Source: an optimization exercise on an open RTL-to-GDS flow (aim: small area). Production flows keep margins and buffers that such runs may drop.
In this exercise RTL edits were held to simulation tests only and were not proved equivalent to the original.
Power is estimated from default activity; no workload was simulated.

==> flow/design.v, too long to show whole: its modules and the start of the top module <==
// module color_tracker: 1415 lines
// module fa: 4 lines
// module ha: 4 lines
module color_tracker
(
    input   wire        clk         ,
    input   wire        rst_n       ,
    output  wire [15:0] pix_addr    ,
    output  wire        pix_rden    ,
    input   wire [15:0] pix_data    ,
    output  wire [7:0]  vga_r       ,
    output  wire [7:0]  vga_g       ,
    output  wire [7:0]  vga_b       ,
    output  reg         th_hsync    ,
    output  reg         th_vsync    ,
    output  wire [31:0] x_error     ,
    output  wire [31:0] h_error
 ) ;
function rge;
    input [15:0] a;
    input [15:0] b;
    integer i;
    reg c;
    begin
        c = 1'b1;
        for (i = 0; i < 16; i = i + 1)
            c = (a[i] & ~b[i]) | (~(a[i] ^ b[i]) & c);
  // ...
==> flow/flow/run.sh <==
#!/bin/bash
# The standard layout (standard.sh: the ORFS run) with these changes:
# - synthesis maps the logic with flow/abc.script, an area-oriented ABC
#   script, in place of ORFS's abc_speed.script (the rest of ORFS's scripts
#   are used as they are, from a copy in ./scripts);
# - the buffers ORFS puts on every input and output port are the
#   platform's smallest buffer, sky130_fd_sc_hd__buf_1;
# - clock tree synthesis uses clkbuf_8 and inserts no dummy loads.
set -euo pipefail
rm -rf scripts
cp -r "$FLOW_HOME/scripts" scripts
cp flow/abc.script scripts/abc_speed.script
bash standard.sh "SCRIPTS_DIR=$PWD/scripts" \
  "BUFFER_PORTS_ARGS=-buffer_cell sky130_fd_sc_hd__buf_1" \
  "CTS_ARGS=-sink_clustering_enable -repair_clock_nets -buf_list sky130_fd_sc_hd__clkbuf_8 -dont_use_dummy_load" \
  finish > standard_flow.log 2>&1
==> flow/flow/abc.script <==
&get -n
&st
&deepsyn -T 60
&dch
&nf -R 1000
&put
buffer -c
topo
stime -c
upsize -c
dnsize -c
==> flow/standard.sh <==
#!/bin/bash
# synth_recipe.tcl (not shown) runs the flow's synth.tcl, then flattens the netlist and writes it again
# the make line also repeats each setting of config.mk as NAME=value (left out here)
make -C /OpenROAD-flow-scripts/flow DESIGN_CONFIG=/design/flow/config.mk WORK_HOME=/design/flow/orfs CLKGATE_MAP_FILE= SYNTH_SCRIPT=/design/flow/synth_recipe.tcl "${@:-finish}"
==> flow/config.mk <==
export PLATFORM = sky130hd
export DESIGN_NAME = color_tracker
export DESIGN_NICKNAME = color_tracker
export VERILOG_FILES = /design/flow/design.v
export SDC_FILE = /design/flow/constraint.sdc
export NUM_CORES = 4
export LEC_CHECK = 0
export CAP_MARGIN = 20
export CORE_MARGIN = 2
export CORE_UTILIZATION = 65
export CTS_BUF_LIST = sky130_fd_sc_hd__clkbuf_8
export SLEW_MARGIN = 20
export SYNTH_HIERARCHICAL = 1
==> flow/constraint.sdc <==
create_clock -name core_clock -period 12.0 [get_ports {clk}]
set_input_delay 2.4000 -clock core_clock [delete_from_list [all_inputs] [get_ports {clk}]]
set_output_delay 2.4000 -clock core_clock [all_outputs]
set_load 0.01 [all_outputs]
==> summary.txt, run 1 <==
Detailed Route Iter0 Violations -> 417
Hold Crit Depth -> 0
Vias -> 8129
Synthesis-to-finish area growth -> 3.84%
Power Internal -> 0.000957 W
Dpl hpwl -> 20.2 mm
RSZ-0062 raised after global routing -> false
Placed Cells -> 1448
Final core occ -> 69.3%
Synth Flop Type -> dfxtp_1
Final hold vios -> 0
Simple-Gate Fraction of Synth Area -> 13.7%
Synth area leader -> fa_1
Pwr top -> registers
Synth top area share -> 22.9%
P_leak -> 6.07 nW
Status -> no timing/DRC/antenna violations
Synth cell count leaders -> fa_1 (144), ha_1 (143), inv_1 (120)
Num rows -> 50
Slew HR -> 36.4%
Most common cell after layout, fill and taps aside -> fa_1
Crit path buffers/inverters -> 3
Critical Path Stages -> 23
Post-placement cell area -> 12800 µm²
Antenna Nets Post-Route -> 0
Post-synth EDFFs -> 0
Worst Path Class, Setup -> flip-flop to output port
Metal3 WL -> 905 µm
Post-CTS Hold Buffers -> 0
CP max FO -> 13
Final worst path period need -> 11.54 ns
Post-synthesis cell area -> 12600 µm²
CTS HTree Levels -> 4
Critical Path, Cell by Cell -> inv_1 -> ha_1 -> inv_1 -> fa_1 -> fa_1 -> fa_1 -> fa_1 -> fa_1 -> and2_1 -> fa_1 -> fa_1 -> fa_1 -> fa_1 -> fa_1 -> fa_1 -> fa_1 -> fa_1 -> fa_1 -> fa_1 -> fa_1 -> mux2i_1 -> xnor2_4 -> buf_1
Largest net degree at the start of global routing -> 49
RR Startpoint -> d3[12]
Adder-Cell Fraction of Synth Area -> 37.1%
Post-DR vias/cell -> 5.55
Comb group -> 0.000515 W
Num CTS Buffers -> 17
Largest family of logic cells by synthesized area -> adder cells
Fmax -> 86.6 MHz
==> module color_tracker, before the edit <==
module color_tracker
(
    input   wire        clk         ,
    input   wire        rst_n       ,
    output  wire [15:0] pix_addr    ,
    output  wire        pix_rden    ,
    input   wire [15:0] pix_data    ,
    output  wire [7:0]  vga_r       ,
    output  wire [7:0]  vga_g       ,
    output  wire [7:0]  vga_b       ,
    output  reg         th_hsync    ,
    output  reg         th_vsync    ,
    output  wire [31:0] x_error     ,
    output  wire [31:0] h_error
 ) ;
function rge;
    input [15:0] a;
    input [15:0] b;
    integer i;
    reg c;
    begin
        c = 1'b1;
        for (i = 0; i < 16; i = i + 1)
            c = (a[i] & ~b[i]) | (~(a[i] ^ b[i]) & c);
        rge = c;
    end
endfunction
function [15:0] radd;
    input [15:0] a;
    input [15:0] b;
    integer i;
    reg c;
    begin
        c = 1'b0;
        for (i = 0; i < 16; i = i + 1) begin
            radd[i] = a[i] ^ b[i] ^ c;
            c = (a[i] & b[i]) | (c & (a[i] ^ b[i]));
        end
    end
endfunction
function [4:0] nx5;
    input [4:0] s;
    nx5 = {s[3:0], ~(s[4] ^ s[2])};
endfunction
function [2:0] nx3;
    input [2:0] s;
    nx3 = {s[1:0], ~(s[2] ^ s[1])};
endfunction
function [8:0] nx9;
    input [8:0] s;
    nx9 = {s[7:0], ~(s[8] ^ s[4])};
endfunction
localparam [4:0] C5_0 = 5'd0, C5_15 = 5'd11, C5_16 = 5'd23;
localparam [2:0] C3_0 = 3'd0, C3_4 = 3'd5, C3_5 = 3'd2;
localparam [8:0] C9_0 = 9'd0, C9_500 = 9'd67;
reg [9:0]  h;
reg [9:0]  v;
reg [15:0] addr;
wire       addr_en;
reg [15:0] d1, d2, d3;
reg [7:0]  x0, y0, x1, y1;
wire       wrap = &x1[7:4];                      
wire [8:0] ma;
wire hs_1;
wire hc_2;
wire fs_3;
wire fc_4;
wire fs_5;
wire fc_6;
wire fs_7;
wire fc_8;
wire hs_9;
wire hc_10;
wire hs_11;
wire hc_12;
wire fs_13;
wire fc_14;
wire fs_15;
wire fc_16;
wire fs_17;
wire fc_18;
wire hs_19;
wire hc_20;
wire hs_21;
wire hc_22;
wire hs_23;
wire hc_24;
wire fs_25;
wire fc_26;
wire fs_27;
wire fc_28;
wire fs_29;
wire fc_30;
wire fs_31;
wire fc_32;
wire fs_33;
wire fc_34;
wire fs_35;
wire fc_36;
wire hs_37;
wire hc_38;
wire hs_39;
wire hc_40;
wire hs_41;
wire hc_42;
wire fs_43;
wire fc_44;
wire fs_45;
wire fc_46;
wire fs_47;
wire fc_48;
wire fs_49;
wire fc_50;
wire hs_51;
wire hc_52;
wire hs_53;
wire hc_54;
wire hs_55;
wire hc_56;
wire hs_57;
wire hc_58;
wire [8:0] t_p;
wire [9:0] t_sb;
wire hs_59;
wire hc_60;
wire fs_61;
wire fc_62;
wire fs_63;
wire fc_64;
wire fs_65;
wire fc_66;
wire fs_67;
wire fc_68;
wire hs_69;
wire hc_70;
wire hs_71;
wire hc_72;
wire hs_73;
wire hc_74;
wire xs_75;
wire xc_76;
wire fs_77;
wire fc_78;
wire fs_79;
wire fc_80;
wire fs_81;
wire fc_82;
wire fs_83;
wire fc_84;
wire [10:0] t_e3;
wire hs_85;
wire hc_86;
wire fs_87;
wire fc_88;
wire fs_89;
wire fc_90;
wire fs_91;
wire fc_92;
wire hs_93;
wire hc_94;
wire hs_95;
wire hc_96;
wire hs_97;
wire hc_98;
wire fs_99;
wire fc_100;
wire fs_101;
wire fc_102;
wire fs_103;
wire fc_104;
wire hs_105;
wire hc_106;
wire xs_107;
wire xc_108;
wire fs_109;
wire fc_110;
wire fs_111;
wire fc_112;
wire fs_113;
wire fc_114;
wire fs_115;
wire fc_116;
wire xs_117;
wire xc_118;
wire xs_119;
wire xc_120;
wire xs_121;
wire xc_122;
wire xs_123;
wire xc_124;
wire hs_125;
wire hc_126;
wire fs_127;
wire fc_128;
wire fs_129;
wire fc_130;
wire fs_131;
wire fc_132;
wire fs_133;
wire fc_134;
wire hs_135;
wire hc_136;
wire hs_137;
wire hc_138;
wire hs_139;
wire hc_140;
wire [11:0] t_c19;
wire hs_141;
wire hc_142;
wire fs_143;
wire fc_144;
wire fs_145;
wire fc_146;
wire fs_147;
wire fc_148;
wire fs_149;
wire fc_150;
wire hs_151;
wire hc_152;
wire hs_153;
wire hc_154;
wire hs_155;
wire hc_156;
wire [8:0] t_k5;
function [8:0] t_h14;   
    input [4:0] r;
    case (r)
        5'd0: t_h14 = 9'd0;
        5'd1: t_h14 = 9'd0;
        5'd2: t_h14 = 9'd0;
        5'd3: t_h14 = 9'd0;
        5'd4: t_h14 = 9'd0;
        5'd5: t_h14 = 9'd0;
        5'd6: t_h14 = 9'd0;
        5'd7: t_h14 = 9'd0;
        5'd8: t_h14 = 9'd11;
        5'd9: t_h14 = 9'd25;
        5'd10: t_h14 = 9'd39;
        5'd11: t_h14 = 9'd53;
        5'd12: t_h14 = 9'd67;
        5'd13: t_h14 = 9'd81;
        5'd14: t_h14 = 9'd95;
        5'd15: t_h14 = 9'd109;
        5'd16: t_h14 = 9'd123;
        5'd17: t_h14 = 9'd137;
        5'd18: t_h14 = 9'd151;
        5'd19: t_h14 = 9'd165;
        5'd20: t_h14 = 9'd179;
        5'd21: t_h14 = 9'd193;
        5'd22: t_h14 = 9'd207;
        5'd23: t_h14 = 9'd221;
        5'd24: t_h14 = 9'd235;
        5'd25: t_h14 = 9'd249;
        5'd26: t_h14 = 9'd263;
        5'd27: t_h14 = 9'd277;
        5'd28: t_h14 = 9'd291;
        5'd29: t_h14 = 9'd305;
        5'd30: t_h14 = 9'd319;
        5'd31: t_h14 = 9'd333;
        default: t_h14 = 9'd0;
    endcase
endfunction
function [4:0] t_b1;    
    input [2:0] r;
    input [2:0] g;
    case ({r, g})
        6'd31: t_b1 = 5'd31;
        6'd24: t_b1 = 5'd31;
        6'd25: t_b1 = 5'd27;
        6'd26: t_b1 = 5'd23;
        6'd27: t_b1 = 5'd18;
        6'd28: t_b1 = 5'd14;
        6'd39: t_b1 = 5'd31;
        6'd32: t_b1 = 5'd29;
        6'd33: t_b1 = 5'd25;
        6'd34: t_b1 = 5'd20;
        6'd35: t_b1 = 5'd16;
        6'd36: t_b1 = 5'd11;
        6'd47: t_b1 = 5'd31;
        6'd40: t_b1 = 5'd27;
        6'd41: t_b1 = 5'd22;
        6'd42: t_b1 = 5'd17;
        6'd43: t_b1 = 5'd13;
        6'd44: t_b1 = 5'd8;
        6'd55: t_b1 = 5'd28;
        6'd48: t_b1 = 5'd24;
        6'd49: t_b1 = 5'd19;
        6'd50: t_b1 = 5'd15;
        6'd51: t_b1 = 5'd10;
        6'd52: t_b1 = 5'd6;
        6'd63: t_b1 = 5'd26;
        6'd56: t_b1 = 5'd21;
        6'd57: t_b1 = 5'd17;
        6'd58: t_b1 = 5'd12;
        6'd59: t_b1 = 5'd7;
        6'd60: t_b1 = 5'd3;
        default: t_b1 = 5'd0;
    endcase
endfunction
wire hs_157;
wire hc_158;
wire hs_159;
wire hc_160;
wire hs_161;
wire hc_162;
wire hs_163;
wire hc_164;
wire hs_165;
wire hc_166;
wire hs_167;
wire hc_168;
wire hs_169;
wire hc_170;
wire hs_171;
wire hc_172;
wire hs_173;
wire hc_174;
wire [9:0] h_inc;
wire hs_175;
wire hc_176;
wire hs_177;
wire hc_178;
wire hs_179;
wire hc_180;
wire hs_181;
wire hc_182;
wire hs_183;
wire hc_184;
wire hs_185;
wire hc_186;
wire hs_187;
wire hc_188;
wire hs_189;
wire hc_190;
wire hs_191;
wire hc_192;
wire [9:0] v_inc;
wire hs_193;
wire hc_194;
wire hs_195;
wire hc_196;
wire hs_197;
wire hc_198;
wire hs_199;
wire hc_200;
wire hs_201;
wire hc_202;
wire hs_203;
wire hc_204;
wire hs_205;
wire hc_206;
wire hs_207;
wire hc_208;
wire hs_209;
wire hc_210;
wire hs_211;
wire hc_212;
wire hs_213;
wire hc_214;
wire hs_215;
wire hc_216;
wire hs_217;
wire hc_218;
wire hs_219;
wire hc_220;
wire hs_221;
wire hc_222;
wire hs_223;
wire hc_224;
wire [15:0] addr_nx;
wire cx_225;
wire fs_226;
wire fc_227;
wire fs_228;
wire fc_229;
wire fs_230;
wire fc_231;
wire fs_232;
wire fc_233;
wire fs_234;
wire fc_235;
wire fs_236;
wire fc_237;
wire fs_238;
wire fc_239;
wire [7:0] midx;
wire cy_240;
wire fs_241;
wire fc_242;
wire fs_243;
wire fc_244;
wire fs_245;
wire fc_246;
wire fs_247;
wire fc_248;
wire fs_249;
wire fc_250;
wire fs_251;
wire fc_252;
wire fs_253;
wire fc_254;
wire [7:0] midy;
wire xs_255;
wire xc_256;
wire fs_257;
wire fc_258;
wire fs_259;
wire fc_260;
wire fs_261;
wire fc_262;
wire fs_263;
wire fc_264;
wire fs_265;
wire fc_266;
wire fs_267;
wire fc_268;
wire fs_269;
wire fc_270;
wire xs_271;
wire xc_272;
wire fs_273;
wire fc_274;
wire fs_275;
wire fc_276;
wire fs_277;
wire fc_278;
wire fs_279;
wire fc_280;
wire fs_281;
wire fc_282;
wire fs_283;
wire fc_284;
wire fs_285;
wire fc_286;
wire [8:0] dxs;
wire [8:0] dys;
wire pp_287;
wire pp_288;
wire pp_289;
wire pp_290;
wire pp_291;
wire pp_292;
wire pp_293;
wire pp_294;
wire pp_295;
wire pp_296;
wire pp_297;
wire pp_298;
wire pp_299;
wire pp_300;
wire pp_301;
wire pp_302;
wire pp_303;
wire pp_304;
wire pp_305;
wire pp_306;
wire pp_307;
wire pp_308;
wire pp_309;
wire pp_310;
wire pp_311;
wire pp_312;
wire pp_313;
wire pp_314;
wire pp_315;
wire pp_316;
wire pp_317;
wire pp_318;
wire pp_319;
wire pp_320;
wire pp_321;
wire pp_322;
wire pp_323;
wire pp_324;
wire pp_325;
wire pp_326;
wire pp_327;
wire pp_328;
wire pp_329;
wire pp_330;
wire pp_331;
wire pp_332;
wire pp_333;
wire pp_334;
wire pp_335;
wire pp_336;
wire pp_337;
wire pp_338;
wire pp_339;
wire pp_340;
wire pp_341;
wire pp_342;
wire pp_343;
wire pp_344;
wire pp_345;
wire pp_346;
wire pp_347;
wire pp_348;
wire pp_349;
wire pp_350;
wire pp_351;
wire pp_352;
wire pp_353;
wire pp_354;
wire pp_355;
wire pp_356;
wire pp_357;
wire pp_358;
wire pp_359;
wire pp_360;
wire pp_361;
wire pp_362;
wire pp_363;
wire pp_364;
wire pp_365;
wire pp_366;
wire pp_367;
wire wr_368;
wire wr_369;
wire wr_370;
wire wr_371;
wire wr_372;
wire wr_373;
wire wr_374;
wire wr_375;
wire wr_376;
wire fs_377;
wire fc_378;
wire fs_379;
wire fc_380;
wire hs_381;
wire hc_382;
wire fs_383;
wire fc_384;
wire fs_385;
wire fc_386;
wire hs_387;
wire hc_388;
wire xs_389;
wire xc_390;
wire fs_391;
wire fc_392;
wire fs_393;
wire fc_394;
wire fs_395;
wire fc_396;
wire fs_397;
wire fc_398;
wire xs_399;
wire xc_400;
wire fs_401;
wire fc_402;
wire xs_403;
wire xc_404;
wire hs_405;
wire hc_406;
wire xs_407;
wire xc_408;
wire xs_409;
wire xc_410;
wire fs_411;
wire fc_412;
wire hs_413;
wire hc_414;
wire fs_415;
wire fc_416;
wire fs_417;
wire fc_418;
wire fs_419;
wire fc_420;
wire fs_421;
wire fc_422;
wire fs_423;
wire fc_424;
wire fs_425;
wire fc_426;
wire fs_427;
wire fc_428;
wire fs_429;
wire fc_430;
wire fs_431;
wire fc_432;
wire fs_433;
wire fc_434;
wire fs_435;
wire fc_436;
wire fs_437;
wire fc_438;
wire fs_439;
wire fc_440;
wire fs_441;
wire fc_442;
wire fs_443;
wire fc_444;
wire fs_445;
wire fc_446;
wire xs_447;
wire xc_448;
wire fs_449;
wire fc_450;
wire xs_451;
wire xc_452;
wire hs_453;
wire hc_454;
wire fs_455;
wire fc_456;
wire fs_457;
wire fc_458;
wire fs_459;
wire fc_460;
wire fs_461;
wire fc_462;
wire fs_463;
wire fc_464;
wire fs_465;
wire fc_466;
wire fs_467;
wire fc_468;
wire fs_469;
wire fc_470;
wire fs_471;
wire fc_472;
wire fs_473;
wire fc_474;
wire fs_475;
wire fc_476;
wire fs_477;
wire fc_478;
wire xs_479;
wire xc_480;
wire hs_481;
wire hc_482;
wire fs_483;
wire fc_484;
wire fs_485;
wire fc_486;
wire fs_487;
wire fc_488;
wire fs_489;
wire fc_490;
wire fs_491;
wire fc_492;
wire fs_493;
wire fc_494;
wire fs_495;
wire fc_496;
wire fs_497;
wire fc_498;
wire fs_499;
wire fc_500;
wire fs_501;
wire fc_502;
wire fs_503;
wire fc_504;
wire fs_505;
wire fc_506;
wire fs_507;
wire fc_508;
wire fs_509;
wire fc_510;
wire hs_511;
wire hc_512;
wire hs_513;
wire hc_514;
wire fs_515;
wire fc_516;
wire fs_517;
wire fc_518;
wire fs_519;
wire fc_520;
wire fs_521;
wire fc_522;
wire fs_523;
wire fc_524;
wire fs_525;
wire fc_526;
wire fs_527;
wire fc_528;
wire fs_529;
wire fc_530;
wire fs_531;
wire fc_532;
wire fs_533;
wire fc_534;
wire fs_535;
wire fc_536;
wire fs_537;
wire fc_538;
wire hs_539;
wire hc_540;
wire fs_541;
wire fc_542;
wire fs_543;
wire fc_544;
wire fs_545;
wire fc_546;
wire fs_547;
wire fc_548;
wire fs_549;
wire fc_550;
wire xs_551;
wire xc_552;
wire fs_553;
wire fc_554;
wire fs_555;
wire fc_556;
wire fs_557;
wire fc_558;
wire fs_559;
wire fc_560;
wire fs_561;
wire fc_562;
wire cs_563;
wire cs_564;
wire cs_565;
wire cs_566;
wire cs_567;
wire cs_568;
wire [19:0] hv;
ha u_ha1 (.a(d3[12]), .b(d3[11]), .s(hs_1), .co(hc_2));
fa u_fa1 (.a(d3[13]), .b(d3[12]), .c(hc_2), .s(fs_3), .co(fc_4));
fa u_fa2 (.a(d3[14]), .b(d3[13]), .c(fc_4), .s(fs_5), .co(fc_6));
fa u_fa3 (.a(d3[15]), .b(d3[14]), .c(fc_6), .s(fs_7), .co(fc_8));
ha u_ha2 (.a(d3[15]), .b(fc_8), .s(hs_9), .co(hc_10));
ha u_ha3 (.a(d3[7]), .b(d3[5]), .s(hs_11), .co(hc_12));
fa u_fa4 (.a(d3[8]), .b(d3[6]), .c(hc_12), .s(fs_13), .co(fc_14));
fa u_fa5 (.a(d3[9]), .b(d3[7]), .c(fc_14), .s(fs_15), .co(fc_16));
fa u_fa6 (.a(d3[10]), .b(d3[8]), .c(fc_16), .s(fs_17), .co(fc_18));
ha u_ha4 (.a(d3[9]), .b(fc_18), .s(hs_19), .co(hc_20));
ha u_ha5 (.a(d3[10]), .b(hc_20), .s(hs_21), .co(hc_22));
ha u_ha6 (.a(d3[11]), .b(d3[5]), .s(hs_23), .co(hc_24));
fa u_fa7 (.a(hs_1), .b(d3[6]), .c(hc_24), .s(fs_25), .co(fc_26));
fa u_fa8 (.a(fs_3), .b(hs_11), .c(fc_26), .s(fs_27), .co(fc_28));
fa u_fa9 (.a(fs_5), .b(fs_13), .c(fc_28), .s(fs_29), .co(fc_30));
fa u_fa10 (.a(fs_7), .b(fs_15), .c(fc_30), .s(fs_31), .co(fc_32));
fa u_fa11 (.a(hs_9), .b(fs_17), .c(fc_32), .s(fs_33), .co(fc_34));
fa u_fa12 (.a(hc_10), .b(hs_19), .c(fc_34), .s(fs_35), .co(fc_36));
ha u_ha7 (.a(hs_21), .b(fc_36), .s(hs_37), .co(hc_38));
assign hs_39 = hc_22 ^ hc_38;
ha u_ha9 (.a(hs_23), .b(d3[0]), .s(hs_41), .co(hc_42));
fa u_fa13 (.a(fs_25), .b(d3[1]), .c(hc_42), .s(fs_43), .co(fc_44));
fa u_fa14 (.a(fs_27), .b(d3[2]), .c(fc_44), .s(fs_45), .co(fc_46));
fa u_fa15 (.a(fs_29), .b(d3[3]), .c(fc_46), .s(fs_47), .co(fc_48));
fa u_fa16 (.a(fs_31), .b(d3[4]), .c(fc_48), .s(fs_49), .co(fc_50));
ha u_ha10 (.a(fs_33), .b(fc_50), .s(hs_51), .co(hc_52));
ha u_ha11 (.a(fs_35), .b(hc_52), .s(hs_53), .co(hc_54));
ha u_ha12 (.a(hs_37), .b(hc_54), .s(hs_55), .co(hc_56));
ha u_ha13 (.a(hs_39), .b(hc_56), .s(hs_57), .co(hc_58));
assign t_p[0] = hs_23;
assign t_p[1] = fs_25;
assign t_p[2] = fs_27;
assign t_p[3] = fs_29;
assign t_p[4] = fs_31;
assign t_p[5] = fs_33;
assign t_p[6] = fs_35;
assign t_p[7] = hs_37;
assign t_p[8] = hs_39;
assign t_sb[0] = hs_41;
assign t_sb[1] = fs_43;
assign t_sb[2] = fs_45;
assign t_sb[3] = fs_47;
assign t_sb[4] = fs_49;
assign t_sb[5] = hs_51;
assign t_sb[6] = hs_53;
assign t_sb[7] = hs_55;
assign t_sb[8] = hs_57;
assign t_sb[9] = hc_58;
ha u_ha14 (.a(fs_43), .b(d3[0]), .s(hs_59), .co(hc_60));
fa u_fa17 (.a(fs_45), .b(d3[1]), .c(hc_60), .s(fs_61), .co(fc_62));
fa u_fa18 (.a(fs_47), .b(d3[2]), .c(fc_62), .s(fs_63), .co(fc_64));
fa u_fa19 (.a(fs_49), .b(d3[3]), .c(fc_64), .s(fs_65), .co(fc_66));
fa u_fa20 (.a(hs_51), .b(d3[4]), .c(fc_66), .s(fs_67), .co(fc_68));
ha u_ha15 (.a(hs_53), .b(fc_68), .s(hs_69), .co(hc_70));
ha u_ha16 (.a(hs_55), .b(hc_70), .s(hs_71), .co(hc_72));
assign hs_73 = hs_57 ^ hc_72;
assign xs_75 = ~(fs_65 ^ ~d3[0]);
assign xc_76 = (fs_65 | ~d3[0]);
fa u_fa21 (.a(fs_67), .b(~d3[1]), .c(xc_76), .s(fs_77), .co(fc_78));
fa u_fa22 (.a(hs_69), .b(~d3[2]), .c(fc_78), .s(fs_79), .co(fc_80));
fa u_fa23 (.a(hs_71), .b(~d3[3]), .c(fc_80), .s(fs_81), .co(fc_82));
fa u_fa24 (.a(hs_73), .b(~d3[4]), .c(fc_82), .s(fs_83), .co(fc_84));
assign t_e3[0] = hs_41;
assign t_e3[1] = hs_59;
assign t_e3[2] = fs_61;
assign t_e3[3] = fs_63;
assign t_e3[4] = xs_75;
assign t_e3[5] = fs_77;
assign t_e3[6] = fs_79;
assign t_e3[7] = fs_81;
assign t_e3[8] = fs_83;
assign t_e3[9] = ~fc_84;
assign t_e3[10] = ~fc_84;
ha u_ha18 (.a(d3[12]), .b(d3[5]), .s(hs_85), .co(hc_86));
fa u_fa25 (.a(d3[13]), .b(d3[6]), .c(hc_86), .s(fs_87), .co(fc_88));
fa u_fa26 (.a(d3[14]), .b(d3[7]), .c(fc_88), .s(fs_89), .co(fc_90));
fa u_fa27 (.a(d3[15]), .b(d3[8]), .c(fc_90), .s(fs_91), .co(fc_92));
ha u_ha19 (.a(d3[9]), .b(fc_92), .s(hs_93), .co(hc_94));
ha u_ha20 (.a(d3[10]), .b(hc_94), .s(hs_95), .co(hc_96));
ha u_ha21 (.a(fs_5), .b(d3[0]), .s(hs_97), .co(hc_98));
fa u_fa28 (.a(fs_7), .b(d3[1]), .c(hc_98), .s(fs_99), .co(fc_100));
fa u_fa29 (.a(hs_9), .b(d3[2]), .c(fc_100), .s(fs_101), .co(fc_102));
fa u_fa30 (.a(hc_10), .b(d3[3]), .c(fc_102), .s(fs_103), .co(fc_104));
ha u_ha22 (.a(d3[4]), .b(fc_104), .s(hs_105), .co(hc_106));
assign xs_107 = ~(d3[11] ^ ~d3[0]);
assign xc_108 = (d3[11] | ~d3[0]);
fa u_fa31 (.a(hs_1), .b(~d3[1]), .c(xc_108), .s(fs_109), .co(fc_110));
fa u_fa32 (.a(fs_3), .b(~d3[2]), .c(fc_110), .s(fs_111), .co(fc_112));
fa u_fa33 (.a(hs_97), .b(~d3[3]), .c(fc_112), .s(fs_113), .co(fc_114));
fa u_fa34 (.a(fs_99), .b(~d3[4]), .c(fc_114), .s(fs_115), .co(fc_116));
assign xs_117 = ~(fs_101 ^ fc_116);
assign xc_118 = (fs_101 | fc_116);
assign xs_119 = ~(fs_103 ^ xc_118);
assign xc_120 = (fs_103 | xc_118);
assign xs_121 = ~(hs_105 ^ xc_120);
assign xc_122 = (hs_105 | xc_120);
assign xs_123 = ~(hc_106 ^ xc_122);
assign xc_124 = (hc_106 | xc_122);
ha u_ha23 (.a(d3[11]), .b(fs_115), .s(hs_125), .co(hc_126));
fa u_fa35 (.a(hs_85), .b(xs_117), .c(hc_126), .s(fs_127), .co(fc_128));
fa u_fa36 (.a(fs_87), .b(xs_119), .c(fc_128), .s(fs_129), .co(fc_130));
fa u_fa37 (.a(fs_89), .b(xs_121), .c(fc_130), .s(fs_131), .co(fc_132));
fa u_fa38 (.a(fs_91), .b(xs_123), .c(fc_132), .s(fs_133), .co(fc_134));
ha u_ha24 (.a(hs_93), .b(fc_134), .s(hs_135), .co(hc_136));
ha u_ha25 (.a(hs_95), .b(hc_136), .s(hs_137), .co(hc_138));
assign hs_139 = hc_96 ^ hc_138;
assign t_c19[0] = xs_107;
assign t_c19[1] = fs_109;
assign t_c19[2] = fs_111;
assign t_c19[3] = fs_113;
assign t_c19[4] = hs_125;
assign t_c19[5] = fs_127;
assign t_c19[6] = fs_129;
assign t_c19[7] = fs_131;
assign t_c19[8] = fs_133;
assign t_c19[9] = hs_135;
assign t_c19[10] = hs_137;
assign t_c19[11] = hs_139;
ha u_ha27 (.a(fs_43), .b(d3[11]), .s(hs_141), .co(hc_142));
fa u_fa39 (.a(fs_45), .b(d3[12]), .c(hc_142), .s(fs_143), .co(fc_144));
fa u_fa40 (.a(fs_47), .b(d3[13]), .c(fc_144), .s(fs_145), .co(fc_146));
fa u_fa41 (.a(fs_49), .b(d3[14]), .c(fc_146), .s(fs_147), .co(fc_148));
fa u_fa42 (.a(hs_51), .b(d3[15]), .c(fc_148), .s(fs_149), .co(fc_150));
ha u_ha28 (.a(hs_53), .b(fc_150), .s(hs_151), .co(hc_152));
ha u_ha29 (.a(hs_55), .b(hc_152), .s(hs_153), .co(hc_154));
assign hs_155 = hs_57 ^ hc_154;
assign t_k5[0] = hs_41;
assign t_k5[1] = hs_141;
assign t_k5[2] = fs_143;
assign t_k5[3] = fs_145;
assign t_k5[4] = fs_147;
assign t_k5[5] = fs_149;
assign t_k5[6] = hs_151;
assign t_k5[7] = hs_153;
assign t_k5[8] = hs_155;
ha u_ha31 (.a(h[1]), .b(h[0]), .s(hs_157), .co(hc_158));
ha u_ha32 (.a(h[2]), .b(hc_158), .s(hs_159), .co(hc_160));
ha u_ha33 (.a(h[3]), .b(hc_160), .s(hs_161), .co(hc_162));
ha u_ha34 (.a(h[4]), .b(hc_162), .s(hs_163), .co(hc_164));
ha u_ha35 (.a(h[5]), .b(hc_164), .s(hs_165), .co(hc_166));
ha u_ha36 (.a(h[6]), .b(hc_166), .s(hs_167), .co(hc_168));
ha u_ha37 (.a(h[7]), .b(hc_168), .s(hs_169), .co(hc_170));
ha u_ha38 (.a(h[8]), .b(hc_170), .s(hs_171), .co(hc_172));
assign hs_173 = h[9] ^ hc_172;
assign h_inc[0] = ~h[0];
assign h_inc[1] = hs_157;
assign h_inc[2] = hs_159;
assign h_inc[3] = hs_161;
assign h_inc[4] = hs_163;
assign h_inc[5] = hs_165;
assign h_inc[6] = hs_167;
assign h_inc[7] = hs_169;
assign h_inc[8] = hs_171;
assign h_inc[9] = hs_173;
ha u_ha40 (.a(v[1]), .b(v[0]), .s(hs_175), .co(hc_176));
ha u_ha41 (.a(v[2]), .b(hc_176), .s(hs_177), .co(hc_178));
ha u_ha42 (.a(v[3]), .b(hc_178), .s(hs_179), .co(hc_180));
ha u_ha43 (.a(v[4]), .b(hc_180), .s(hs_181), .co(hc_182));
ha u_ha44 (.a(v[5]), .b(hc_182), .s(hs_183), .co(hc_184));
ha u_ha45 (.a(v[6]), .b(hc_184), .s(hs_185), .co(hc_186));
ha u_ha46 (.a(v[7]), .b(hc_186), .s(hs_187), .co(hc_188));
ha u_ha47 (.a(v[8]), .b(hc_188), .s(hs_189), .co(hc_190));
assign hs_191 = v[9] ^ hc_190;
assign v_inc[0] = ~v[0];
assign v_inc[1] = hs_175;
assign v_inc[2] = hs_177;
assign v_inc[3] = hs_179;
assign v_inc[4] = hs_181;
assign v_inc[5] = hs_183;
assign v_inc[6] = hs_185;
assign v_inc[7] = hs_187;
assign v_inc[8] = hs_189;
assign v_inc[9] = hs_191;
ha u_ha49 (.a(addr[0]), .b(addr_en), .s(hs_193), .co(hc_194));
ha u_ha50 (.a(addr[1]), .b(hc_194), .s(hs_195), .co(hc_196));
ha u_ha51 (.a(addr[2]), .b(hc_196), .s(hs_197), .co(hc_198));
ha u_ha52 (.a(addr[3]), .b(hc_198), .s(hs_199), .co(hc_200));
ha u_ha53 (.a(addr[4]), .b(hc_200), .s(hs_201), .co(hc_202));
ha u_ha54 (.a(addr[5]), .b(hc_202), .s(hs_203), .co(hc_204));
ha u_ha55 (.a(addr[6]), .b(hc_204), .s(hs_205), .co(hc_206));
ha u_ha56 (.a(addr[7]), .b(hc_206), .s(hs_207), .co(hc_208));
ha u_ha57 (.a(addr[8]), .b(hc_208), .s(hs_209), .co(hc_210));
ha u_ha58 (.a(addr[9]), .b(hc_210), .s(hs_211), .co(hc_212));
ha u_ha59 (.a(addr[10]), .b(hc_212), .s(hs_213), .co(hc_214));
ha u_ha60 (.a(addr[11]), .b(hc_214), .s(hs_215), .co(hc_216));
ha u_ha61 (.a(addr[12]), .b(hc_216), .s(hs_217), .co(hc_218));
ha u_ha62 (.a(addr[13]), .b(hc_218), .s(hs_219), .co(hc_220));
ha u_ha63 (.a(addr[14]), .b(hc_220), .s(hs_221), .co(hc_222));
assign hs_223 = addr[15] ^ hc_222;
assign addr_nx[0] = hs_193;
assign addr_nx[1] = hs_195;
assign addr_nx[2] = hs_197;
assign addr_nx[3] = hs_199;
assign addr_nx[4] = hs_201;
assign addr_nx[5] = hs_203;
assign addr_nx[6] = hs_205;
assign addr_nx[7] = hs_207;
assign addr_nx[8] = hs_209;
assign addr_nx[9] = hs_211;
assign addr_nx[10] = hs_213;
assign addr_nx[11] = hs_215;
assign addr_nx[12] = hs_217;
assign addr_nx[13] = hs_219;
assign addr_nx[14] = hs_221;
assign addr_nx[15] = hs_223;
assign cx_225 = x0[0] & x1[0];
fa u_fa43 (.a(x0[1]), .b(x1[1]), .c(cx_225), .s(fs_226), .co(fc_227));
fa u_fa44 (.a(x0[2]), .b(x1[2]), .c(fc_227), .s(fs_228), .co(fc_229));
fa u_fa45 (.a(x0[3]), .b(x1[3]), .c(fc_229), .s(fs_230), .co(fc_231));
fa u_fa46 (.a(x0[4]), .b(x1[4]), .c(fc_231), .s(fs_232), .co(fc_233));
fa u_fa47 (.a(x0[5]), .b(x1[5]), .c(fc_233), .s(fs_234), .co(fc_235));
fa u_fa48 (.a(x0[6]), .b(x1[6]), .c(fc_235), .s(fs_236), .co(fc_237));
fa u_fa49 (.a(x0[7]), .b(x1[7]), .c(fc_237), .s(fs_238), .co(fc_239));
assign midx[0] = fs_226;
assign midx[1] = fs_228;
assign midx[2] = fs_230;
assign midx[3] = fs_232;
assign midx[4] = fs_234;
assign midx[5] = fs_236;
assign midx[6] = fs_238;
assign midx[7] = fc_239;
assign cy_240 = y0[0] & y1[0];
fa u_fa50 (.a(y0[1]), .b(y1[1]), .c(cy_240), .s(fs_241), .co(fc_242));
fa u_fa51 (.a(y0[2]), .b(y1[2]), .c(fc_242), .s(fs_243), .co(fc_244));
fa u_fa52 (.a(y0[3]), .b(y1[3]), .c(fc_244), .s(fs_245), .co(fc_246));
fa u_fa53 (.a(y0[4]), .b(y1[4]), .c(fc_246), .s(fs_247), .co(fc_248));
fa u_fa54 (.a(y0[5]), .b(y1[5]), .c(fc_248), .s(fs_249), .co(fc_250));
fa u_fa55 (.a(y0[6]), .b(y1[6]), .c(fc_250), .s(fs_251), .co(fc_252));
fa u_fa56 (.a(y0[7]), .b(y1[7]), .c(fc_252), .s(fs_253), .co(fc_254));
assign midy[0] = fs_241;
assign midy[1] = fs_243;
assign midy[2] = fs_245;
assign midy[3] = fs_247;
assign midy[4] = fs_249;
assign midy[5] = fs_251;
assign midy[6] = fs_253;
assign midy[7] = fc_254;
assign xs_255 = ~(x1[0] ^ ~x0[0]);
assign xc_256 = (x1[0] | ~x0[0]);
fa u_fa57 (.a(x1[1]), .b(~x0[1]), .c(xc_256), .s(fs_257), .co(fc_258));
fa u_fa58 (.a(x1[2]), .b(~x0[2]), .c(fc_258), .s(fs_259), .co(fc_260));
fa u_fa59 (.a(x1[3]), .b(~x0[3]), .c(fc_260), .s(fs_261), .co(fc_262));
fa u_fa60 (.a(x1[4]), .b(~x0[4]), .c(fc_262), .s(fs_263), .co(fc_264));
fa u_fa61 (.a(x1[5]), .b(~x0[5]), .c(fc_264), .s(fs_265), .co(fc_266));
fa u_fa62 (.a(x1[6]), .b(~x0[6]), .c(fc_266), .s(fs_267), .co(fc_268));
fa u_fa63 (.a(x1[7]), .b(~x0[7]), .c(fc_268), .s(fs_269), .co(fc_270));
assign xs_271 = ~(y1[0] ^ ~y0[0]);
assign xc_272 = (y1[0] | ~y0[0]);
fa u_fa64 (.a(y1[1]), .b(~y0[1]), .c(xc_272), .s(fs_273), .co(fc_274));
fa u_fa65 (.a(y1[2]), .b(~y0[2]), .c(fc_274), .s(fs_275), .co(fc_276));
fa u_fa66 (.a(y1[3]), .b(~y0[3]), .c(fc_276), .s(fs_277), .co(fc_278));
fa u_fa67 (.a(y1[4]), .b(~y0[4]), .c(fc_278), .s(fs_279), .co(fc_280));
fa u_fa68 (.a(y1[5]), .b(~y0[5]), .c(fc_280), .s(fs_281), .co(fc_282));
fa u_fa69 (.a(y1[6]), .b(~y0[6]), .c(fc_282), .s(fs_283), .co(fc_284));
fa u_fa70 (.a(y1[7]), .b(~y0[7]), .c(fc_284), .s(fs_285), .co(fc_286));
assign dxs[0] = xs_255;
assign dxs[1] = fs_257;
assign dxs[2] = fs_259;
assign dxs[3] = fs_261;
assign dxs[4] = fs_263;
assign dxs[5] = fs_265;
assign dxs[6] = fs_267;
assign dxs[7] = fs_269;
assign dxs[8] = ~fc_270;
assign dys[0] = xs_271;
assign dys[1] = fs_273;
assign dys[2] = fs_275;
assign dys[3] = fs_277;
assign dys[4] = fs_279;
assign dys[5] = fs_281;
assign dys[6] = fs_283;
assign dys[7] = fs_285;
assign dys[8] = ~fc_286;
assign pp_287 = ma[0] & dys[0];
assign pp_288 = ma[1] & dys[0];
assign pp_289 = ma[2] & dys[0];
assign pp_290 = ma[3] & dys[0];
assign pp_291 = ma[4] & dys[0];
assign pp_292 = ma[5] & dys[0];
assign pp_293 = ma[6] & dys[0];
assign pp_294 = ma[7] & dys[0];
assign pp_295 = ~(ma[8] & dys[0]);
assign pp_296 = ma[0] & dys[1];
assign pp_297 = ma[1] & dys[1];
assign pp_298 = ma[2] & dys[1];
assign pp_299 = ma[3] & dys[1];
assign pp_300 = ma[4] & dys[1];
assign pp_301 = ma[5] & dys[1];
assign pp_302 = ma[6] & dys[1];
assign pp_303 = ma[7] & dys[1];
assign pp_304 = ~(ma[8] & dys[1]);
assign pp_305 = ma[0] & dys[2];
assign pp_306 = ma[1] & dys[2];
assign pp_307 = ma[2] & dys[2];
assign pp_308 = ma[3] & dys[2];
assign pp_309 = ma[4] & dys[2];
assign pp_310 = ma[5] & dys[2];
assign pp_311 = ma[6] & dys[2];
assign pp_312 = ma[7] & dys[2];
assign pp_313 = ~(ma[8] & dys[2]);
assign pp_314 = ma[0] & dys[3];
assign pp_315 = ma[1] & dys[3];
assign pp_316 = ma[2] & dys[3];
assign pp_317 = ma[3] & dys[3];
assign pp_318 = ma[4] & dys[3];
assign pp_319 = ma[5] & dys[3];
assign pp_320 = ma[6] & dys[3];
assign pp_321 = ma[7] & dys[3];
assign pp_322 = ~(ma[8] & dys[3]);
assign pp_323 = ma[0] & dys[4];
assign pp_324 = ma[1] & dys[4];
assign pp_325 = ma[2] & dys[4];
assign pp_326 = ma[3] & dys[4];
assign pp_327 = ma[4] & dys[4];
assign pp_328 = ma[5] & dys[4];
assign pp_329 = ma[6] & dys[4];
assign pp_330 = ma[7] & dys[4];
assign pp_331 = ~(ma[8] & dys[4]);
assign pp_332 = ma[0] & dys[5];
assign pp_333 = ma[1] & dys[5];
assign pp_334 = ma[2] & dys[5];
assign pp_335 = ma[3] & dys[5];
assign pp_336 = ma[4] & dys[5];
assign pp_337 = ma[5] & dys[5];
assign pp_338 = ma[6] & dys[5];
assign pp_339 = ma[7] & dys[5];
assign pp_340 = ~(ma[8] & dys[5]);
assign pp_341 = ma[0] & dys[6];
assign pp_342 = ma[1] & dys[6];
assign pp_343 = ma[2] & dys[6];
assign pp_344 = ma[3] & dys[6];
assign pp_345 = ma[4] & dys[6];
assign pp_346 = ma[5] & dys[6];
assign pp_347 = ma[6] & dys[6];
assign pp_348 = ma[7] & dys[6];
assign pp_349 = ~(ma[8] & dys[6]);
assign pp_350 = ma[0] & dys[7];
assign pp_351 = ma[1] & dys[7];
assign pp_352 = ma[2] & dys[7];
assign pp_353 = ma[3] & dys[7];
assign pp_354 = ma[4] & dys[7];
assign pp_355 = ma[5] & dys[7];
assign pp_356 = ma[6] & dys[7];
assign pp_357 = ma[7] & dys[7];
assign pp_358 = ~(ma[8] & dys[7]);
assign pp_359 = ~(ma[0] & dys[8]);
assign pp_360 = ~(ma[1] & dys[8]);
assign pp_361 = ~(ma[2] & dys[8]);
assign pp_362 = ~(ma[3] & dys[8]);
assign pp_363 = ~(ma[4] & dys[8]);
assign pp_364 = ~(ma[5] & dys[8]);
assign pp_365 = ~(ma[6] & dys[8]);
assign pp_366 = ~(ma[7] & dys[8]);
assign pp_367 = ma[8] & dys[8];
assign wr_368 = wrap & dys[0];
assign wr_369 = wrap & dys[1];
assign wr_370 = wrap & dys[2];
assign wr_371 = wrap & dys[3];
assign wr_372 = wrap & dys[4];
assign wr_373 = wrap & dys[5];
assign wr_374 = wrap & dys[6];
assign wr_375 = wrap & dys[7];
assign wr_376 = ~(wrap & dys[8]);
fa u_fa71 (.a(pp_317), .b(pp_309), .c(pp_325), .s(fs_377), .co(fc_378));
fa u_fa72 (.a(pp_318), .b(pp_326), .c(pp_310), .s(fs_379), .co(fc_380));
ha u_ha65 (.a(pp_334), .b(pp_302), .s(hs_381), .co(hc_382));
fa u_fa73 (.a(pp_327), .b(pp_319), .c(pp_335), .s(fs_383), .co(fc_384));
fa u_fa74 (.a(pp_311), .b(pp_343), .c(pp_359), .s(fs_385), .co(fc_386));
ha u_ha66 (.a(pp_303), .b(pp_351), .s(hs_387), .co(hc_388));
assign xs_389 = ~(pp_328 ^ pp_336);
assign xc_390 = (pp_328 | pp_336);
fa u_fa75 (.a(pp_320), .b(pp_344), .c(pp_360), .s(fs_391), .co(fc_392));
fa u_fa76 (.a(pp_312), .b(pp_352), .c(pp_304), .s(fs_393), .co(fc_394));
fa u_fa77 (.a(pp_337), .b(pp_329), .c(pp_345), .s(fs_395), .co(fc_396));
fa u_fa78 (.a(pp_361), .b(pp_321), .c(pp_353), .s(fs_397), .co(fc_398));
assign xs_399 = ~(wr_368 ^ pp_338);
assign xc_400 = (wr_368 | pp_338);
fa u_fa79 (.a(pp_346), .b(pp_362), .c(pp_330), .s(fs_401), .co(fc_402));
assign xs_403 = ~(wr_369 ^ pp_347);
assign xc_404 = (wr_369 | pp_347);
ha u_ha67 (.a(pp_363), .b(pp_339), .s(hs_405), .co(hc_406));
assign xs_407 = ~(wr_370 ^ pp_364);
assign xc_408 = (wr_370 | pp_364);
assign xs_409 = ~(pp_307 ^ pp_299);
assign xc_410 = (pp_307 | pp_299);
fa u_fa80 (.a(~pp_308), .b(pp_316), .c(pp_300), .s(fs_411), .co(fc_412));
ha u_ha68 (.a(pp_324), .b(pp_292), .s(hs_413), .co(hc_414));
fa u_fa81 (.a(pp_308), .b(pp_301), .c(pp_333), .s(fs_415), .co(fc_416));
fa u_fa82 (.a(fs_377), .b(pp_293), .c(pp_341), .s(fs_417), .co(fc_418));
fa u_fa83 (.a(fc_378), .b(pp_342), .c(fs_379), .s(fs_419), .co(fc_420));
fa u_fa84 (.a(hs_381), .b(pp_294), .c(pp_350), .s(fs_421), .co(fc_422));
fa u_fa85 (.a(fc_380), .b(fs_383), .c(hc_382), .s(fs_423), .co(fc_424));
fa u_fa86 (.a(pp_295), .b(hs_387), .c(fs_385), .s(fs_425), .co(fc_426));
fa u_fa87 (.a(xs_389), .b(fc_384), .c(hc_388), .s(fs_427), .co(fc_428));
fa u_fa88 (.a(fc_386), .b(fs_391), .c(fs_393), .s(fs_429), .co(fc_430));
fa u_fa89 (.a(xc_390), .b(fs_395), .c(pp_313), .s(fs_431), .co(fc_432));
fa u_fa90 (.a(fc_392), .b(fs_397), .c(fc_394), .s(fs_433), .co(fc_434));
fa u_fa91 (.a(xs_399), .b(pp_354), .c(fc_396), .s(fs_435), .co(fc_436));
fa u_fa92 (.a(pp_322), .b(fc_398), .c(fs_401), .s(fs_437), .co(fc_438));
fa u_fa93 (.a(xc_400), .b(xs_403), .c(pp_355), .s(fs_439), .co(fc_440));
fa u_fa94 (.a(pp_331), .b(hs_405), .c(fc_402), .s(fs_441), .co(fc_442));
fa u_fa95 (.a(xc_404), .b(pp_348), .c(pp_356), .s(fs_443), .co(fc_444));
fa u_fa96 (.a(pp_340), .b(hc_406), .c(xs_407), .s(fs_445), .co(fc_446));
assign xs_447 = ~(wr_371 ^ pp_365);
assign xc_448 = (wr_371 | pp_365);
fa u_fa97 (.a(pp_357), .b(pp_349), .c(xc_408), .s(fs_449), .co(fc_450));
assign xs_451 = ~(wr_372 ^ pp_366);
assign xc_452 = (wr_372 | pp_366);
ha u_ha69 (.a(pp_298), .b(pp_306), .s(hs_453), .co(hc_454));
fa u_fa98 (.a(pp_315), .b(xs_409), .c(pp_291), .s(fs_455), .co(fc_456));
fa u_fa99 (.a(xc_410), .b(pp_332), .c(fs_411), .s(fs_457), .co(fc_458));
fa u_fa100 (.a(fc_412), .b(hc_414), .c(fs_415), .s(fs_459), .co(fc_460));
fa u_fa101 (.a(fc_416), .b(fc_418), .c(fs_419), .s(fs_461), .co(fc_462));
fa u_fa102 (.a(fc_420), .b(fs_423), .c(fc_422), .s(fs_463), .co(fc_464));
fa u_fa103 (.a(fc_424), .b(fs_427), .c(fc_426), .s(fs_465), .co(fc_466));
fa u_fa104 (.a(fc_428), .b(fs_431), .c(fs_433), .s(fs_467), .co(fc_468));
fa u_fa105 (.a(fs_435), .b(fc_432), .c(fc_434), .s(fs_469), .co(fc_470));
fa u_fa106 (.a(fc_436), .b(fs_439), .c(fs_441), .s(fs_471), .co(fc_472));
fa u_fa107 (.a(fc_440), .b(fs_443), .c(fs_445), .s(fs_473), .co(fc_474));
fa u_fa108 (.a(xs_447), .b(fc_444), .c(fc_446), .s(fs_475), .co(fc_476));
fa u_fa109 (.a(pp_358), .b(xc_448), .c(xs_451), .s(fs_477), .co(fc_478));
assign xs_479 = ~(wr_373 ^ pp_367);
assign xc_480 = (wr_373 | pp_367);
ha u_ha70 (.a(pp_297), .b(pp_289), .s(hs_481), .co(hc_482));
fa u_fa110 (.a(hs_453), .b(pp_290), .c(pp_314), .s(fs_483), .co(fc_484));
fa u_fa111 (.a(hc_454), .b(pp_323), .c(fs_455), .s(fs_485), .co(fc_486));
fa u_fa112 (.a(fc_456), .b(hs_413), .c(fs_457), .s(fs_487), .co(fc_488));
fa u_fa113 (.a(fc_458), .b(fs_417), .c(fs_459), .s(fs_489), .co(fc_490));
fa u_fa114 (.a(fc_460), .b(fs_421), .c(fs_461), .s(fs_491), .co(fc_492));
fa u_fa115 (.a(fc_462), .b(fs_463), .c(fs_425), .s(fs_493), .co(fc_494));
fa u_fa116 (.a(fc_464), .b(fs_429), .c(fs_465), .s(fs_495), .co(fc_496));
fa u_fa117 (.a(fc_430), .b(fc_466), .c(fs_467), .s(fs_497), .co(fc_498));
fa u_fa118 (.a(fs_437), .b(fs_469), .c(fc_468), .s(fs_499), .co(fc_500));
fa u_fa119 (.a(fc_438), .b(fc_470), .c(fs_471), .s(fs_501), .co(fc_502));
fa u_fa120 (.a(fc_442), .b(fs_473), .c(fc_472), .s(fs_503), .co(fc_504));
fa u_fa121 (.a(fs_449), .b(fs_475), .c(fc_474), .s(fs_505), .co(fc_506));
fa u_fa122 (.a(fc_450), .b(fs_477), .c(fc_476), .s(fs_507), .co(fc_508));
fa u_fa123 (.a(xc_452), .b(xs_479), .c(fc_478), .s(fs_509), .co(fc_510));
ha u_ha71 (.a(wr_374), .b(xc_480), .s(hs_511), .co(hc_512));
ha u_ha72 (.a(pp_288), .b(pp_296), .s(hs_513), .co(hc_514));
fa u_fa124 (.a(hs_481), .b(pp_305), .c(hc_514), .s(fs_515), .co(fc_516));
fa u_fa125 (.a(fs_483), .b(hc_482), .c(fc_516), .s(fs_517), .co(fc_518));
fa u_fa126 (.a(fs_485), .b(fc_484), .c(fc_518), .s(fs_519), .co(fc_520));
fa u_fa127 (.a(fs_487), .b(fc_486), .c(fc_520), .s(fs_521), .co(fc_522));
fa u_fa128 (.a(fs_489), .b(fc_488), .c(fc_522), .s(fs_523), .co(fc_524));
fa u_fa129 (.a(fs_491), .b(fc_490), .c(fc_524), .s(fs_525), .co(fc_526));
fa u_fa130 (.a(fs_493), .b(fc_492), .c(fc_526), .s(fs_527), .co(fc_528));
fa u_fa131 (.a(fs_495), .b(fc_494), .c(fc_528), .s(fs_529), .co(fc_530));
fa u_fa132 (.a(fs_497), .b(fc_496), .c(fc_530), .s(fs_531), .co(fc_532));
fa u_fa133 (.a(fs_499), .b(fc_498), .c(fc_532), .s(fs_533), .co(fc_534));
fa u_fa134 (.a(fs_501), .b(fc_500), .c(fc_534), .s(fs_535), .co(fc_536));
fa u_fa135 (.a(fs_503), .b(fc_502), .c(fc_536), .s(fs_537), .co(fc_538));
ha u_ha73 (.a(fs_505), .b(fc_504), .s(hs_539), .co(hc_540));
fa u_fa136 (.a(fs_507), .b(fc_506), .c(hc_540), .s(fs_541), .co(fc_542));
fa u_fa137 (.a(fs_509), .b(fc_508), .c(fc_542), .s(fs_543), .co(fc_544));
fa u_fa138 (.a(hs_511), .b(fc_510), .c(fc_544), .s(fs_545), .co(fc_546));
fa u_fa139 (.a(~wr_375), .b(hc_512), .c(fc_546), .s(fs_547), .co(fc_548));
assign fs_549 = wr_376 ^ wr_375 ^ fc_548;
assign xs_551 = ~(fs_505 ^ fc_504);
assign xc_552 = (fs_505 | fc_504);
fa u_fa141 (.a(fs_507), .b(fc_506), .c(xc_552), .s(fs_553), .co(fc_554));
fa u_fa142 (.a(fs_509), .b(fc_508), .c(fc_554), .s(fs_555), .co(fc_556));
fa u_fa143 (.a(hs_511), .b(fc_510), .c(fc_556), .s(fs_557), .co(fc_558));
fa u_fa144 (.a(~wr_375), .b(hc_512), .c(fc_558), .s(fs_559), .co(fc_560));
assign fs_561 = wr_376 ^ wr_375 ^ fc_560;
assign cs_563 = fc_538 ? xs_551 : hs_539;
assign cs_564 = fc_538 ? fs_553 : fs_541;
assign cs_565 = fc_538 ? fs_555 : fs_543;
assign cs_566 = fc_538 ? fs_557 : fs_545;
assign cs_567 = fc_538 ? fs_559 : fs_547;
assign cs_568 = fc_538 ? fs_561 : fs_549;
assign hv[0] = pp_287;
assign hv[1] = hs_513;
assign hv[2] = fs_515;
assign hv[3] = fs_517;
assign hv[4] = fs_519;
assign hv[5] = fs_521;
assign hv[6] = fs_523;
assign hv[7] = fs_525;
assign hv[8] = fs_527;
assign hv[9] = fs_529;
assign hv[10] = fs_531;
assign hv[11] = fs_533;
assign hv[12] = fs_535;
assign hv[13] = fs_537;
assign hv[14] = cs_563;
assign hv[15] = cs_564;
assign hv[16] = cs_565;
assign hv[17] = cs_566;
assign hv[18] = cs_567;
assign hv[19] = cs_568;
wire h_end = (h == 10'd800);
wire h_200 = (h == 10'd200);
always @(posedge clk or negedge rst_n) begin
    if (!rst_n)     h <= 10'd636;
    else if (h_end) h <= 10'd0;
    else            h <= h_inc;
end
always @(posedge clk or negedge rst_n) begin
    if (!rst_n)     v <= 10'd480;
    else if (h_200) v <= (v == 10'd525) ? 10'd0 : v_inc;
end
wire h_lt195 = !rge(h, 195);
wire h_lt196 = !rge(h, 196);
wire h_lt198 = !rge(h, 198);
wire h_lt199 = !rge(h, 199);
wire h_lt201 = !rge(h, 201);
wire h_ge796 = rge(h, 796);
wire h_ge797 = rge(h, 797);
wire h_ge799 = rge(h, 799);
wire r1 = !rge(v, 164);                         
wire r2 = rge(v, 200) && !rge(v, 364);          
assign pix_rden = (h_ge796 || h_lt195) && (r1 || r2);
wire de_a = (h_end || h_lt199) && r1;
wire de_b = (h_ge799 || h_lt198) && r2;
wire de_l = (h != 10'd0) && h_lt201 && r1;
assign addr_en = h_ge797 || h_lt196;
always @(posedge clk) begin
    if (!(r1 || r2)) addr <= 16'd0;
    else             addr <= addr_nx;
end
assign pix_addr = (h == 10'd796) ? 16'd0 : addr;
wire h_ge5 = rge(h, 641) || h_lt201;             
always @(posedge clk or negedge rst_n) begin
    if (!rst_n) begin
        th_hsync <= 1'b0;
        th_vsync <= 1'b0;
    end else begin
        th_hsync <= rge(h, 657) && !rge(h, 753);
        th_vsync <= (v == 10'd491) || (h_ge5 ? (v == 10'd490) : (v == 10'd492));
    end
end
always @(posedge clk) begin
    d1 <= pix_data;
    d2 <= d1;
    d3 <= d2;
end
wire [4:0] tR = d3[15:11];
wire [5:0] tG = d3[10:5];
wire [4:0] tB = d3[4:0];
wire t_c0 = rge({6'd0, t_sb}, 16'd49);
wire [15:0] t_r7 = radd({11'd0, tR}, 16'hfff9);           
wire t_c4 = rge({11'd0, tR}, 16'd7) && rge({7'd0, t_r7[4:0], 4'b1011}, {7'd0, t_k5});
wire t_c1 = rge(16'd1764, {4'd0, t_c19});
wire t_c23 = rge({5'd0, t_e3 ^ 11'h400}, 16'd920) &&       
             rge(16'd1127, {5'd0, t_e3 ^ 11'h400});        
wire target = t_c0 && t_c1 && t_c23 && t_c4;
reg nb0;         
reg nb1;         
reg nb2;         
always @(posedge clk or negedge rst_n) begin
    if (!rst_n) begin
        nb0 <= 1'b0;
        nb1 <= 1'b1;
        nb2 <= 1'b1;
    end else begin
        nb0 <= !target;
        nb1 <= nb0;
        nb2 <= nb1;
    end
end
reg rq1, rq2;
always @(posedge clk or negedge rst_n) begin
    if (!rst_n) begin
        rq1 <= 1'b0;
        rq2 <= 1'b0;
    end else begin
        rq1 <= 1'b1;
        rq2 <= rq1;
    end
end
wire rst_d = !rq2;
wire       eol  = de_l && h_200;             
wire       v163 = (v == 10'd163);
wire [15:0] v_m4  = radd({8'd0, v[7:0]}, 16'hfffc);
wire [15:0] h_m16 = radd({8'd0, h[7:0]}, 16'hfff0);
wire [7:0] vl4  = v_m4[7:0];                         
wire [7:0] hl15 = de_l ? h_m16[7:0] : 8'd241;         
reg [4:0] hb;    
reg [2:0] vb;    
reg [4:0] he;    
reg [2:0] ve;    
reg [8:0] cnt;   
reg       fd;
wire hb16    = (hb == C5_16);
wire cnt_sat = (cnt == C9_500);
reg [7:0] x0n, y0n, x1n, y1n;
always @(*) begin
    x0n = x0;
    y0n = y0;
    x1n = x1;
    y1n = y1;
    if (rst_d) begin
        x0n = 8'd0;
        y0n = 8'd0;
        x1n = 8'd0;
    end else if (vb == C3_4) begin
        if (hb == C5_15) begin
            x0n = hl15;
            y0n = vl4;
        end else if (he == C5_15) begin
            x1n = hl15;
        end
    end else if (fd) begin
        x0n = 8'd0;
        y0n = 8'd0;
        x1n = 8'd0;
    end
    if (rst_d)            y1n = 8'd0;
    else if (ve == C3_4)  y1n = vl4;
    else if (fd)          y1n = 8'd0;
end
always @(posedge clk) begin
    if (!de_l)     hb <= C5_0;
    else if (hb16) hb <= hb;
    else if (!nb2) hb <= nx5(hb);
    else           hb <= C5_0;
    if (!hb16)             he <= C5_0;
    else if (he == C5_16)  he <= he;
    else if (nb2)          he <= nx5(he);
    else                   he <= C5_0;
end
always @(posedge clk or negedge rst_n) begin
    if (!rst_n) begin
        vb  <= C3_0;
        ve  <= C3_0;
        cnt <= C9_0;
        fd  <= 1'b0;
        x0  <= 8'd80;
        y0  <= 8'd0;
        x1  <= 8'd120;
        y1  <= 8'd50;
    end else begin
        if (v163)             vb <= C3_0;
        else if (vb == C3_5)  vb <= vb;
        else if (eol)         vb <= hb16 ? nx3(vb) : C3_0;
        if (vb != C3_5)       ve <= C3_0;
        else if (ve == C3_5)  ve <= ve;
        else if (eol)         ve <= (hb == C5_0) ? nx3(ve) : C3_0;
        if (v163 && eol)           cnt <= C9_0;
        else if (!nb2 && !cnt_sat) cnt <= nx9(cnt);
        if (de_l && h == 10'd191 && v[7:0] == 8'd159) fd <= !cnt_sat;
        x0 <= x0n;
        y0 <= y0n;
        x1 <= x1n;
        y1 <= y1n;
    end
end
wire [15:0] xe = radd({8'd0, midx}, wrap ? 16'd796 : 16'd924);
assign x_error = {{22{xe[9] & !wrap}}, xe[9:0]};
assign ma = {dxs[8] ^ wrap, dxs[7:0]};
assign h_error = {{12{hv[19]}}, hv};
wire [7:0] hd = h[9] ? 8'd0 : h[7:0];        
wire [7:0] vd = v[7:0];
wire flag0 = !rge({8'd0, x0n}, {8'd0, hd}) && !rge({8'd0, hd}, {8'd0, x1n});
wire flag1 = !rge({8'd0, y0n}, {8'd0, vd}) && !rge({8'd0, vd}, {8'd0, y1n});
wire red   = (flag0 && (vd == y0n || vd == y1n)) ||
             (flag1 && (hd == x0n || hd == x1n)) ||
             (!wrap && vd == midy && hd == midx);
wire white = !red && nb1;
wire rw    = red || white;
reg [4:0] or_r;
reg [5:0] or_g;
reg [4:0] or_b;
reg       or_rl, or_gl;
always @(posedge clk or negedge rst_n) begin
    if (!rst_n) begin
        or_r  <= 5'd0;
        or_g  <= 6'd0;
        or_b  <= 5'd0;
        or_rl <= 1'b0;
        or_gl <= 1'b0;
    end else if (de_a) begin
        or_r  <= {5{rw}};
        or_g  <= {6{white}};
        or_b  <= {5{white}};
        or_rl <= rw;
        or_gl <= white;
    end else if (de_b) begin
        or_r  <= d3[15:11];
        or_g  <= d3[10:5];
        or_b  <= d3[4:0];
        or_rl <= 1'b0;
        or_gl <= 1'b0;
    end else begin
        or_r  <= 5'd0;
        or_g  <= 6'd0;
        or_b  <= 5'd0;
        or_rl <= 1'b0;
        or_gl <= 1'b0;
    end
end
assign vga_r = {or_r, {3{or_rl}}};
assign vga_g = {or_g, {2{or_gl}}};
assign vga_b = {or_b, {3{or_gl}}};
endmodule
==> run 2: changes to the inputs <==
--- a/flow/design.v
+++ b/flow/design.v
@@ -1382,37 +1382,29 @@
 reg [4:0] or_r;
 reg [5:0] or_g;
 reg [4:0] or_b;
-reg       or_rl, or_gl;
 always @(posedge clk or negedge rst_n) begin
     if (!rst_n) begin
         or_r  <= 5'd0;
         or_g  <= 6'd0;
         or_b  <= 5'd0;
-        or_rl <= 1'b0;
-        or_gl <= 1'b0;
     end else if (de_a) begin
         or_r  <= {5{rw}};
         or_g  <= {6{white}};
         or_b  <= {5{white}};
-        or_rl <= rw;
-        or_gl <= white;
     end else if (de_b) begin
         or_r  <= d3[15:11];
         or_g  <= d3[10:5];
         or_b  <= d3[4:0];
-        or_rl <= 1'b0;
-        or_gl <= 1'b0;
     end else begin
         or_r  <= 5'd0;
         or_g  <= 6'd0;
         or_b  <= 5'd0;
-        or_rl <= 1'b0;
-        or_gl <= 1'b0;
     end
 end
-assign vga_r = {or_r, {3{or_rl}}};
-assign vga_g = {or_g, {2{or_gl}}};
-assign vga_b = {or_b, {3{or_gl}}};
+wire de_p = h_lt201 && r1;
+assign vga_r = {or_r, {3{or_r[0] & de_p}}};
+assign vga_g = {or_g, {2{or_g[0] & de_p}}};
+assign vga_b = {or_b, {3{or_g[0] & de_p}}};
 endmodule
 module fa (input a, input b, input c, output s, output co);
     assign s  = a ^ b ^ c;
==> run 2 against run 1 <==
Critical path type unchanged. Largest cell class unchanged. Final cell count grew 0.48%. Combinational power down 5.8%. Synthesized area decreased by 0.41%. Fmax increased by 0.34%. Total power fell by 3.6%. Synthesized cell count rose by 0.52%. Critical endpoint is now h_error[25]. Sequential share of layout area shrank 0.29 points.
==> summary.txt, run 2 <==
Antenna Nets Post-Route -> 0 (unchanged)
Synth top area share -> 23.0% (+0.093 points)
Die ar. -> 20400 µm²
Synthesis-to-finish area growth -> 3.95%
Simple-Gate Fraction of Synth Area -> 14.1% (+0.36 points)
Critical Path, Cell by Cell -> inv_1 -> ha_1 -> inv_1 -> fa_1 -> fa_1 -> fa_1 -> fa_1 -> fa_1 -> and2_1 -> fa_1 -> fa_1 -> fa_1 -> fa_1 -> fa_1 -> fa_1 -> fa_1 -> fa_1 -> fa_1 -> fa_1 -> fa_1 -> mux2i_1 -> xnor2_2 -> buf_1
Seq/Total Area, Yosys -> 30.2%
Post-CTS Hold Buffers -> 0 (unchanged)
Crit path buffers/inverters -> 3 (unchanged)
Detailed Route Iter0 Violations -> 382 (-8.4%)
Slew HR -> 30.3% (-6.1 points)
Fill cell count -> 1552
Worst Path Class, Setup -> flip-flop to output port
Critical path origin -> x1[0]
YS warnings -> 7
Compound-Gate Fraction of Synth Area -> 7.72%
Pins over their slew limit -> 0
Clock slew at reported path FFs -> 0.11 ns
NumNets Final -> 1519
Hold Path Class -> flip-flop to flip-flop
Status -> no timing/DRC/antenna violations
Post-Syn Instances -> 1154
CTS HTree Levels -> 4 (unchanged)
Mapped Nets -> 1459
Num rows -> 50 (unchanged)
Power Total -> 0.00139 W
Longest Clk Path Bufs -> 2
Vias -> 8195 (+0.81%)
GR Util All Layers -> 26.7%
Most frequent CP cell -> fa_1
Share of cells above drive strength 1 -> 5.53%
DR DRC count -> 0
Post-synthesis cell area -> 12600 µm² (-0.41%)
FFs w/ async S/R, synth -> 55.2%
Largest family of logic cells by synthesized area -> adder cells
Synth area leader -> fa_1
Clock Sinks -> 165
Crit share post-route -> 95.9%
Final hold vios -> 0 (unchanged)
Drt wl/cell -> 17.3 µm
Number of global-route vias before repair -> 8496
Netlist cell types -> 64
PwrDens -> 106 nW/µm²
Later-pin clock latency in the skew report -> 0.46 ns
Largest net degree at the start of global routing -> 64 (+31%)
RSZ-0062 raised after global routing -> false
Most frequent cells in the layout -> fa_1 (144), ha_1 (143), buf_1 (123), inv_1 (117), dfxtp_1 (74)
Final worst path period need -> 11.50 ns (-0.0391 ns)
Switching share of power -> 32.5%
Post-synthesis register bit count -> 165
Setup crit start kind -> flip-flop
Part of the power in combinational logic -> 35.0%
CP max FO -> 13 (unchanged)
Setup violations, final -> 0
Adder-Cell Fraction of Synth Area -> 37.2% (+0.15 points)
Final core occ -> 69.3% (about the same)
Post-synth EDFFs -> 0 (unchanged)
Most common cell after layout, fill and taps aside -> fa_1
Fmax -> 86.9 MHz (+0.34%)
Clock skew -> 0.0459 ns
Num CTS Buffers -> 17 (unchanged)
RR Startpoint -> d3[12]
Power Internal -> 0.000936 W (-2.2%)
Synth Area in XOR/XNOR -> 1.95%
Dpl hpwl -> 20.5 mm (+1.4%)
Synth cell count leaders -> fa_1 (144), ha_1 (143), inv_1 (117)
Psw -> 0.000450 W
Post-DR vias/cell -> 5.57 (+0.33%)
Root buffer cell -> clkbuf_8
Synth Flop Type -> dfxtp_1
P_leak -> 6.06 nW (-0.14%)
==> run 2: per-stage QoR <==
| stage | instance area (µm²) | setup slack (ns) | std cells | hold slack [ns] |
|---|---|---|---|---|
| finish | 13000 | 0.497 | 1472 | 0.300 |
| CTS | 13000 | 0.173 | 1472 | 0.300 |
| detailed placement | 12800 | 0.651 | 1455 | 0.312 |
| global route | 13000 | 0.170 | 1472 | 0.303 |
| floorplan | 12600 | 1.07 | 1154 | 0.310 |
| global placement | 12800 | 0.782 | 1455 | 0.310 |
==> run 2: per-module statistics from Yosys, one instance, submodules excluded <==
module         cells inside  copies in the design  flops+latches  area (µm²)
color_tracker           945                     1            165        8860
fa                        1                   143              0        20.0
ha                        1                    66              0        12.5
==> run 2: final cells by class <==
type                            instances  area, µm²  share of cell area (%)
Clock buffer                           17        234                    1.79
Inverter                              117        439                    3.37
Multi-Input combinational cell        784       7760                    59.5
Sequential cell                       165       3780                    29.0
Tap cell                              260        325                    2.49
Timing Repair Buffer                  129        507                    3.88
==> run 2: routing by layer <==
layer	routed length [µm]	vias up	part of all wire (%)	track usage (%)
met5	0	-	0	0
met1	11800	4083	46	37.9
li1	-	3848	-	-
met2	11900	232	47	43.0
met4	357	0	1.4	5.37
met3	1390	32	5.5	5.50
==> run 2: power by group through the flow <==
| stage | logic (W) | clock network (W) | registers [W] |
|---|---|---|---|
| final | 0.000485 | 0.000297 | 0.000605 |
| after global routing | 0.000565 | 0.000328 | 0.000610 |
| after CTS | 0.000491 | 0.000303 | 0.000605 |
| after detailed placement | 0.000487 | 0 | 0.000615 |
| after global placement | 0.000463 | 0 | 0.000616 |
| after floorplan | 0.000375 | 0 | 0.000611 |
==> run 2: final timing paths <==
kind,end,cells after the start
max in group asynchronous,or_g[2],2
min reg2reg,d3[12],0
max,h_error[25],23
min in group asynchronous,cnt[0],1
max reg2reg,nb0,17
min,d3[12],0
==> run 2: kinds of logic after synthesis <==
kind of cell    Yosys count
mux                       7
flops                   165
fa+ha+maj               287
other cells               1
xor+xnor                 28
simple gates            323
compound gates          138
buf+inv                 205
==> run 2: what timing repair did <==
action / in CTS / in global routing
gates resized for setup: 0 / 1
setup buffers: 0 / 0
setup endpoints to repair: 0 / 13

what the ideal ports hide:
The flow's constraints put no driver on any port. The routed layouts listed below were extracted and timed again, unchanged, in two steps.
Step 1: set_driving_cell puts a clkbuf_16 on clk and a buf_2 on each other input, an assumption about the parent block.
Step 2 moves the port delays by t, midway between the first and last clock arrival at a register: inputs arrive t later, outputs are due t later. That takes back most of the time a late clock gives input paths.
a / b / c = no drivers / after step 1 / after step 2; a / b = the first two.
run	t (ns)	setup slack, ns	hold slack, ns
run 1	0.486	0.457 / 0.413 / 0.899	0.308 / 0.308 / 0.308
run 2	0.473	0.497 / 0.462 / 0.935	0.300 / 0.300 / 0.300
After both steps every run listed still meets setup and hold.
